Background: an optimization exercise with open tools, aiming at a short achievable clock period and few clock cycles. Do not read the settings as production practice. Only simulation tests tie the RTL to the original design; equivalence was not proved.

==> run F: inputs <==
==> flow/design.v (excerpt) <==
module risc16(clk, rst, imem_addr, imem_data, wb_en, wb_reg, wb_data);
	input         clk, rst;
	output [15:0] imem_addr;
	input  [15:0] imem_data;
	output        wb_en;
	output [2:0]  wb_reg;
	output [15:0] wb_data;
	localparam NB = 16;    
	localparam PW = 4;     
	localparam TW = 12;    
	integer i, il, iv, iu;    
	function [15:0] add16;
		input [15:0] a, b;
		reg   [15:0] g, p, gn, pn;
		integer k, d;
		begin
			g = a & b;
			p = a ^ b;
			for (d = 1; d < 16; d = d * 2) begin
				gn = g; pn = p;
				for (k = d; k < 16; k = k + 1) begin
					gn[k] = g[k] | (p[k] & g[k-d]);
					pn[k] = p[k] & p[k-d];
				end
				g = gn; p = pn;
			end
			add16 = (a ^ b) ^ {g[14:0], 1'b0};
		end
	endfunction
	function [15:0] inc16;
		input [15:0] a;
		reg   [15:0] c;    
		integer k;
		begin
			c[0] = 1'b1;
			for (k = 1; k < 16; k = k + 1)
				c[k] = c[k-1] & a[k-1];
			inc16 = a ^ c;
		end
	endfunction
	function lt16;
		input [15:0] a, b;
		reg   [15:0] e, l;
		integer k, d;
		begin
			e = ~(a ^ b);
			l = ~a & b;
			for (d = 1; d < 16; d = d * 2)
				for (k = 0; k + d < 16; k = k + 2 * d) begin
					l[k] = l[k+d] | (e[k+d] & l[k]);
					e[k] = e[k+d] & e[k];
				end
			lt16 = l[0];
		end
	endfunction
	function writes;
  ...
clock: 8.0 ns
lec_check: 0
abc_clock_period_in_ps: 2000
cap_margin: 20
core_margin: 2
core_utilization: 40
setup_slack_margin: 5
slew_margin: 20
run.sh (not shown) runs the stock make flow with config.mk's settings and CLKGATE_MAP_FILE= SYNTH_SCRIPT=/design/flow/synth_recipe.tcl, a recipe that flattens the netlist after the stock synthesis.
==> run G: changes against run F <==
--- a/flow/design.v
+++ b/flow/design.v
@@ -182,18 +182,16 @@
 	reg        ex_seq0, ex_seq1, ex_seq2;   
 	reg        ex_s01, ex_s12;              
 	reg [15:0] ex_a0, ex_b0, ex_a1, ex_b1, ex_a2, ex_b2;
 	reg        ex_fa0, ex_fb0, ex_fa1, ex_fb1, ex_fa2, ex_fb2;
 	reg        ex_add0, ex_add1, ex_add2;       
 	reg        q_a0p1, q_i0p1, q_a0p2, q_i0p2, q_a1p2, q_i1p2;
 	reg        q_a0pd, q_i0pd, q_a1pd, q_i1pd, q_a2pd, q_i2pd;
 	reg        q_a0ph, q_i0ph, q_a1ph, q_i1ph;
-	reg [15:0] q_sl0, q_sl1, q_sl2;         
-	reg [15:0] q_sr0, q_sr1, q_sr2;
 	wire [15:0] rq = res_q;
 	wire [15:0] A0 = ex_fa0 ? rq : ex_a0;
 	wire [15:0] B0 = ex_fb0 ? rq : ex_b0;
 	wire [15:0] A1 = ex_fa1 ? rq : ex_a1;
 	wire [15:0] B1 = ex_fb1 ? rq : ex_b1;
 	wire [15:0] A2 = ex_fa2 ? rq : ex_a2;
 	wire [15:0] B2 = ex_fb2 ? rq : ex_b2;
 	wire w0 = writes(ex_ir), w1 = writes(ex_i1), w2 = writes(ex_i2);
@@ -242,29 +240,22 @@
 	wire        br1 = jb1;
 	wire        br2 = jbr(ex_i2, B2, jb1);
 	wire [15:0] j0 = jval(ex_ir, A0, B0, rq);
 	wire [15:0] j1 = jval(ex_i1, A1, B1, jr0);
 	wire [15:0] j2 = jval(ex_i2, A2, B2, jr1);
 	wire [15:0] next0 = br0 ? j0 : ex_pc1;
 	wire [15:0] next1 = br1 ? j1 : ex_p1i;
 	wire [15:0] next2 = br2 ? j2 : ex_p2i;
-	function shleq;
-		input        fa, fb;
-		input [15:0] a, b, r, q, pd;
-		shleq = fa ? (fb ? ((r << r[2:0]) == pd) : ((r << b[2:0]) == pd))
-		           : (fb ? ((a << r[2:0]) == pd) : (q == pd));
-	endfunction
-	wire sl0 = shleq(ex_fa0, ex_fb0, ex_a0, ex_b0, rq, q_sl0, ex_pred);
-	wire sl1 = shleq(ex_fa1, ex_fb1, ex_a1, ex_b1, rq, q_sl1, ex_pred);
-	wire sl2 = shleq(ex_fa2, ex_fb2, ex_a2, ex_b2, rq, q_sl2, ex_pred);
-	wire rq_shr = ((rq >> rq[2:0]) == ex_pred);
-	wire sr0 = ex_fb0 ? rq_shr : (q_sr0 == ex_pred);
-	wire sr1 = ex_fb1 ? rq_shr : (q_sr1 == ex_pred);
-	wire sr2 = ex_fb2 ? rq_shr : (q_sr2 == ex_pred);
+	wire sl0 = ((A0 << B0[2:0]) == ex_pred);
+	wire sl1 = ((A1 << B1[2:0]) == ex_pred);
+	wire sl2 = ((A2 << B2[2:0]) == ex_pred);
+	wire sr0 = ((B0 >> B0[2:0]) == ex_pred);
+	wire sr1 = ((B1 >> B1[2:0]) == ex_pred);
+	wire sr2 = ((B2 >> B2[2:0]) == ex_pred);
 	function jvq;
 		input [15:0] ins;
 		input ai, ii, ri, rh;
 		input [4:0] cm;
 		input [4:0] p;
 		input sl, sr;
 		begin
 			case (ins[15:12])
@@ -272,24 +263,19 @@
 				4'd10:   jvq = sl;
 				4'd11:   jvq = sr;
 				4'd12:   jvq = ins[11] ? ai : ii;
 				4'd13:   jvq = ai;
 				default: jvq = ri;
 			endcase
 		end
 	endfunction
-	function [4:0] comp4;
-		input        l, fa, fb;
-		input [15:0] a, b, r;
-		comp4 = fa ? (fb ? comp(l, r, r) : comp(l, r, b)) : (fb ? comp(l, a, r) : comp(l, a, b));
-	endfunction
-	wire [4:0] c0 = comp4(ex_ir[11], ex_fa0, ex_fb0, ex_a0, ex_b0, rq);
-	wire [4:0] c1 = comp4(ex_i1[11], ex_fa1, ex_fb1, ex_a1, ex_b1, rq);
-	wire [4:0] c2 = comp4(ex_i2[11], ex_fa2, ex_fb2, ex_a2, ex_b2, rq);
+	wire [4:0] c0 = comp(ex_ir[11], A0, B0);
+	wire [4:0] c1 = comp(ex_i1[11], A1, B1);
+	wire [4:0] c2 = comp(ex_i2[11], A2, B2);
 	wire m0 = br0 ? ~jvq(ex_ir, a0_pd, q_i0pd, rq_pd, rq_pdh, c0, ex_pred[4:0],
 	                     sl0, sr0)
 	              : ~ex_seq0;
 	wire m1 = br1 ? ~jvq(ex_i1, a1_pd, q_i1pd, jr0_pd, jr0_ph, c1, ex_pred[4:0],
 	                     sl1, sr1)
 	              : ~ex_seq1;
 	wire m2 = br2 ? ~jvq(ex_i2, a2_pd, q_i2pd, jr1_pd, jr1_ph, c2, ex_pred[4:0],
 	                     sl2, sr2)
@@ -455,22 +441,16 @@
 		q_a1pd  <= (f2_a1 == f2_pred);
 		q_i1pd  <= (f2_m1 == f2_pred);
 		q_a2pd  <= (f2_a2 == f2_pred);
 		q_i2pd  <= (f2_m2 == f2_pred);
 		q_a0ph  <= (f2_a0[15:5] == f2_pred[15:5]);
 		q_i0ph  <= (f2_m0[15:5] == f2_pred[15:5]);
 		q_a1ph  <= (f2_a1[15:5] == f2_pred[15:5]);
 		q_i1ph  <= (f2_m1[15:5] == f2_pred[15:5]);
-		q_sl0   <= f2_a0 << f2_b0[2:0];
-		q_sl1   <= f2_a1 << f2_b1[2:0];
-		q_sl2   <= f2_a2 << f2_b2[2:0];
-		q_sr0   <= f2_b0 >> f2_b0[2:0];
-		q_sr1   <= f2_b1 >> f2_b1[2:0];
-		q_sr2   <= f2_b2 >> f2_b2[2:0];
 		ex_fa0  <= wen_f & (wreg_f == imem_data[4:2]);
 		ex_fb0  <= wen_f & (wreg_f == imem_data[7:5]);
 		ex_fa1  <= wen_f & (wreg_f == f2_i1[4:2]);
 		ex_fb1  <= wen_f & (wreg_f == f2_i1[7:5]);
 		ex_fa2  <= wen_f & (wreg_f == f2_i2[4:2]);
 		ex_fb2  <= wen_f & (wreg_f == f2_i2[7:5]);
 		rd_pc   <= next_f;
 		ua_key  <= lj_pc;
==> run D: changes against run F <==
--- a/flow/design.v
+++ b/flow/design.v
@@ -182,18 +182,16 @@
 	reg        ex_seq0, ex_seq1, ex_seq2;   
 	reg        ex_s01, ex_s12;              
 	reg [15:0] ex_a0, ex_b0, ex_a1, ex_b1, ex_a2, ex_b2;
 	reg        ex_fa0, ex_fb0, ex_fa1, ex_fb1, ex_fa2, ex_fb2;
 	reg        ex_add0, ex_add1, ex_add2;       
 	reg        q_a0p1, q_i0p1, q_a0p2, q_i0p2, q_a1p2, q_i1p2;
 	reg        q_a0pd, q_i0pd, q_a1pd, q_i1pd, q_a2pd, q_i2pd;
 	reg        q_a0ph, q_i0ph, q_a1ph, q_i1ph;
-	reg [15:0] q_sl0, q_sl1, q_sl2;         
-	reg [15:0] q_sr0, q_sr1, q_sr2;
 	wire [15:0] rq = res_q;
 	wire [15:0] A0 = ex_fa0 ? rq : ex_a0;
 	wire [15:0] B0 = ex_fb0 ? rq : ex_b0;
 	wire [15:0] A1 = ex_fa1 ? rq : ex_a1;
 	wire [15:0] B1 = ex_fb1 ? rq : ex_b1;
 	wire [15:0] A2 = ex_fa2 ? rq : ex_a2;
 	wire [15:0] B2 = ex_fb2 ? rq : ex_b2;
 	wire w0 = writes(ex_ir), w1 = writes(ex_i1), w2 = writes(ex_i2);
@@ -242,29 +240,22 @@
 	wire        br1 = jb1;
 	wire        br2 = jbr(ex_i2, B2, jb1);
 	wire [15:0] j0 = jval(ex_ir, A0, B0, rq);
 	wire [15:0] j1 = jval(ex_i1, A1, B1, jr0);
 	wire [15:0] j2 = jval(ex_i2, A2, B2, jr1);
 	wire [15:0] next0 = br0 ? j0 : ex_pc1;
 	wire [15:0] next1 = br1 ? j1 : ex_p1i;
 	wire [15:0] next2 = br2 ? j2 : ex_p2i;
-	function shleq;
-		input        fa, fb;
-		input [15:0] a, b, r, q, pd;
-		shleq = fa ? (fb ? ((r << r[2:0]) == pd) : ((r << b[2:0]) == pd))
-		           : (fb ? ((a << r[2:0]) == pd) : (q == pd));
-	endfunction
-	wire sl0 = shleq(ex_fa0, ex_fb0, ex_a0, ex_b0, rq, q_sl0, ex_pred);
-	wire sl1 = shleq(ex_fa1, ex_fb1, ex_a1, ex_b1, rq, q_sl1, ex_pred);
-	wire sl2 = shleq(ex_fa2, ex_fb2, ex_a2, ex_b2, rq, q_sl2, ex_pred);
-	wire rq_shr = ((rq >> rq[2:0]) == ex_pred);
-	wire sr0 = ex_fb0 ? rq_shr : (q_sr0 == ex_pred);
-	wire sr1 = ex_fb1 ? rq_shr : (q_sr1 == ex_pred);
-	wire sr2 = ex_fb2 ? rq_shr : (q_sr2 == ex_pred);
+	wire sl0 = ((A0 << B0[2:0]) == ex_pred);
+	wire sl1 = ((A1 << B1[2:0]) == ex_pred);
+	wire sl2 = ((A2 << B2[2:0]) == ex_pred);
+	wire sr0 = ((B0 >> B0[2:0]) == ex_pred);
+	wire sr1 = ((B1 >> B1[2:0]) == ex_pred);
+	wire sr2 = ((B2 >> B2[2:0]) == ex_pred);
 	function jvq;
 		input [15:0] ins;
 		input ai, ii, ri, rh;
 		input [4:0] cm;
 		input [4:0] p;
 		input sl, sr;
 		begin
 			case (ins[15:12])
@@ -272,24 +263,19 @@
 				4'd10:   jvq = sl;
 				4'd11:   jvq = sr;
 				4'd12:   jvq = ins[11] ? ai : ii;
 				4'd13:   jvq = ai;
 				default: jvq = ri;
 			endcase
 		end
 	endfunction
-	function [4:0] comp4;
-		input        l, fa, fb;
-		input [15:0] a, b, r;
-		comp4 = fa ? (fb ? comp(l, r, r) : comp(l, r, b)) : (fb ? comp(l, a, r) : comp(l, a, b));
-	endfunction
-	wire [4:0] c0 = comp4(ex_ir[11], ex_fa0, ex_fb0, ex_a0, ex_b0, rq);
-	wire [4:0] c1 = comp4(ex_i1[11], ex_fa1, ex_fb1, ex_a1, ex_b1, rq);
-	wire [4:0] c2 = comp4(ex_i2[11], ex_fa2, ex_fb2, ex_a2, ex_b2, rq);
+	wire [4:0] c0 = comp(ex_ir[11], A0, B0);
+	wire [4:0] c1 = comp(ex_i1[11], A1, B1);
+	wire [4:0] c2 = comp(ex_i2[11], A2, B2);
 	wire m0 = br0 ? ~jvq(ex_ir, a0_pd, q_i0pd, rq_pd, rq_pdh, c0, ex_pred[4:0],
 	                     sl0, sr0)
 	              : ~ex_seq0;
 	wire m1 = br1 ? ~jvq(ex_i1, a1_pd, q_i1pd, jr0_pd, jr0_ph, c1, ex_pred[4:0],
 	                     sl1, sr1)
 	              : ~ex_seq1;
 	wire m2 = br2 ? ~jvq(ex_i2, a2_pd, q_i2pd, jr1_pd, jr1_ph, c2, ex_pred[4:0],
 	                     sl2, sr2)
@@ -329,86 +315,60 @@
 		end
 	end
 	wire ub_seq  = (ub_tgt == ub_lpc1);
 	wire a_do    = ua_v;
 	wire b_do    = ub_v & ~(ua_v && ua_key[TW-1:0] == ub_key[TW-1:0]);
 	wire a_alloc = a_do & ~ha;
 	wire b_skip  = (ub_n == 2'd0) & ub_full & hb_n;
 	wire b_alloc = b_do & ~hb & ~ub_seq & (ub_n == 2'd0);
-	reg [NB-1:0] w_a, w_b, w_c;
-	reg [TW-1:0] wa_key, wb_key;
-	reg [15:0]   wa_tgt, wa_i1, wa_p1, wa_i2, wa_p2, wb_tgt;
-	reg [1:0]    wa_n, wb_n;
-	reg          wb_inv;
-	always @(posedge clk) begin
-		wa_key <= ua_key[TW-1:0];
-		wa_tgt <= ua_tgt;
-		wa_n   <= ua_n;
-		wa_i1  <= ua_i1;
-		wa_p1  <= ua_p1;
-		wa_i2  <= ua_i2;
-		wa_p2  <= ua_p2;
-		wb_key <= ub_key[TW-1:0];
-		wb_tgt <= ub_tgt;
-		wb_n   <= ub_n;
-		wb_inv <= (ub_n == 2'd0) && ub_seq;
-	end
 	wire [PW-1:0] pa = bptr;
 	wire [PW-1:0] pb = a_alloc ? bptr + 1'b1 : bptr;
 	always @(posedge clk) begin
 		if (rst) begin
 			fpo_q  <= 16'd0;
 			rd_v   <= 1'b0;
 			fpcn_q <= 16'hffff;
 			f2_v   <= 1'b0;
 			ex_v   <= 1'b0;
 			ua_v   <= 1'b0;
 			ub_v   <= 1'b0;
 			lj_v   <= 1'b0;
 			bptr   <= {PW{1'b0}};
 			for (i = 0; i < NB; i = i + 1) bv[i] <= 1'b0;
-			w_a <= {NB{1'b0}};
-			w_b <= {NB{1'b0}};
-			w_c <= {NB{1'b0}};
 		end else begin
 			fpo_q   <= fpc_d;
 			fpcn_q  <= ~fpc_d;
 			f2_v    <= ~mispred & ~rd_v;
 			rd_v    <= mispred;
 			ex_v    <= f2_v & ~mispred;
 			if (ex_v) begin
 				lj_v  <= ~wl_f;
 				lj_pc <= use2 ? ex_p2 : use1 ? ex_p1 : ex_pc;
 			end
 			ua_v <= ex_v & lj_v;
 			ub_v <= ex_v;
 			for (i = 0; i < NB; i = i + 1) begin
-				w_a[i] <= (a_do && ma[i]) || (a_alloc && pa == i);
-				w_b[i] <= b_do && mb[i] && !b_skip;
-				w_c[i] <= b_alloc && pb == i;
-			end
-			for (i = 0; i < NB; i = i + 1) begin
-				if (w_a[i]) begin
+				if ((a_do && ma[i]) || (a_alloc && pa == i)) begin
 					bv[i]   <= 1'b1;
-					btag[i] <= wa_key;
-					btgt[i] <= wa_tgt;
-					bn[i]   <= wa_n;
-					bi1[i]  <= wa_i1;
-					bp1[i]  <= wa_p1;
-					bi2[i]  <= wa_i2;
-					bp2[i]  <= wa_p2;
-				end else if (w_b[i]) begin
-					btgt[i] <= wb_tgt;
-					bn[i]   <= wb_n;
-					if (wb_inv) bv[i] <= 1'b0;
-				end else if (w_c[i]) begin
+					btag[i] <= ua_key[TW-1:0];
+					btgt[i] <= ua_tgt;
+					bn[i]   <= ua_n;
+					bi1[i]  <= ua_i1;
+					bp1[i]  <= ua_p1;
+					bi2[i]  <= ua_i2;
+					bp2[i]  <= ua_p2;
+				end else if (b_do && mb[i] && !b_skip) begin
+					btgt[i] <= ub_tgt;
+					bn[i]   <= ub_n;
+					if (ub_n == 2'd0 && ub_seq) bv[i] <= 1'b0;
+				end else if (b_alloc && pb == i) begin
 					bv[i]   <= 1'b1;
-					btag[i] <= wb_key;
-					btgt[i] <= wb_tgt;
+					btag[i] <= ub_key[TW-1:0];
+					btgt[i] <= ub_tgt;
 					bn[i]   <= 2'd0;
 				end
 			end
 			bptr <= bptr + a_alloc + b_alloc;
 		end
 	end
 	always @(posedge clk) begin
 		f2_pc   <= fpc;
@@ -455,22 +415,16 @@
 		q_a1pd  <= (f2_a1 == f2_pred);
 		q_i1pd  <= (f2_m1 == f2_pred);
 		q_a2pd  <= (f2_a2 == f2_pred);
 		q_i2pd  <= (f2_m2 == f2_pred);
 		q_a0ph  <= (f2_a0[15:5] == f2_pred[15:5]);
 		q_i0ph  <= (f2_m0[15:5] == f2_pred[15:5]);
 		q_a1ph  <= (f2_a1[15:5] == f2_pred[15:5]);
 		q_i1ph  <= (f2_m1[15:5] == f2_pred[15:5]);
-		q_sl0   <= f2_a0 << f2_b0[2:0];
-		q_sl1   <= f2_a1 << f2_b1[2:0];
-		q_sl2   <= f2_a2 << f2_b2[2:0];
-		q_sr0   <= f2_b0 >> f2_b0[2:0];
-		q_sr1   <= f2_b1 >> f2_b1[2:0];
-		q_sr2   <= f2_b2 >> f2_b2[2:0];
 		ex_fa0  <= wen_f & (wreg_f == imem_data[4:2]);
 		ex_fb0  <= wen_f & (wreg_f == imem_data[7:5]);
 		ex_fa1  <= wen_f & (wreg_f == f2_i1[4:2]);
 		ex_fb1  <= wen_f & (wreg_f == f2_i1[7:5]);
 		ex_fa2  <= wen_f & (wreg_f == f2_i2[4:2]);
 		ex_fb2  <= wen_f & (wreg_f == f2_i2[7:5]);
 		rd_pc   <= next_f;
 		ua_key  <= lj_pc;
==> summary.txt <==
* Crit path buffers/inverters at 3
* Initial DRT Pass Iterations at 10
* Met1 Track Usage GR at between 50% and 60%
* Outcome: complete, no violations
* FF/Latch Area at 0.0679 mm2
* Non-clk invs at a little under 400
* Core Area at 0.340 mm2
Source of the figures above: run F

==> summary.txt <==
* Core Area at ~0.3 mm2
* Syn Inst Count at 10000
* Multi-input gate count at about 6600
* Endpoints failing hold at 0
* Crit path buffers/inverters at 4
* FF/Latch Area at ~0.066 mm2
* Outcome: complete, no violations
* Initial DRT Pass Iterations at 8
Source of the figures above: run G

==> summary.txt <==
* Outcome: complete, no violations
* Non-clk invs at between 200 and 250
* Initial DRT Pass Iterations at 14
* FF/Latch Area at 0.0628 mm2
* Met1 Track Usage GR at between 50% and 60%
* Crit path buffers/inverters at 7
* Core Area at around 0.29 mm2
* Period utilisation layout at between 50% and 60%
Source of the figures above: run D

Testbench counts of run F, summed over its fixed seeds: cycles 10,495.
Testbench counts of run G, summed over its fixed seeds: cycles 10,495.
Testbench counts of run D, summed over its fixed seeds: cycles 10,452.

[separate check: timing with driven ports]
Ports are ideal in the flow. The routed layouts listed here were re-timed in OpenROAD.
Step 1 (the two cells are an assumption about what drives the block):
set clk [get_ports {clk}]
set_driving_cell -lib_cell sky130_fd_sc_hd__clkbuf_16 $clk
set_driving_cell -lib_cell sky130_fd_sc_hd__buf_2 [delete_from_list [all_inputs] $clk]
Step 2 also shifts input and output timing later by t, the mid clock arrival at the registers, as if the neighbouring blocks saw the same clock.
Three values: ideal ports, drivers, drivers and shift; two values: the first two.
| run | t (ns) | setup WS [ns] | worst data-port slew with drivers (ns) |
|---|---|---|---|
| run F | 1.033 | 3.918 / 3.918 / 3.651 | 0.21 |
| run G | 0.945 | 3.803 / 3.803 / 3.803 | 0.06 |
| run D | 1.055 | 3.611 / 3.611 / 3.611 | 0.05 |
After both steps setup and hold are still met in every run listed. For run F, which loses most, drivers alone change the setup slack by 0.000 ns; drivers and shift together by -0.267 ns.
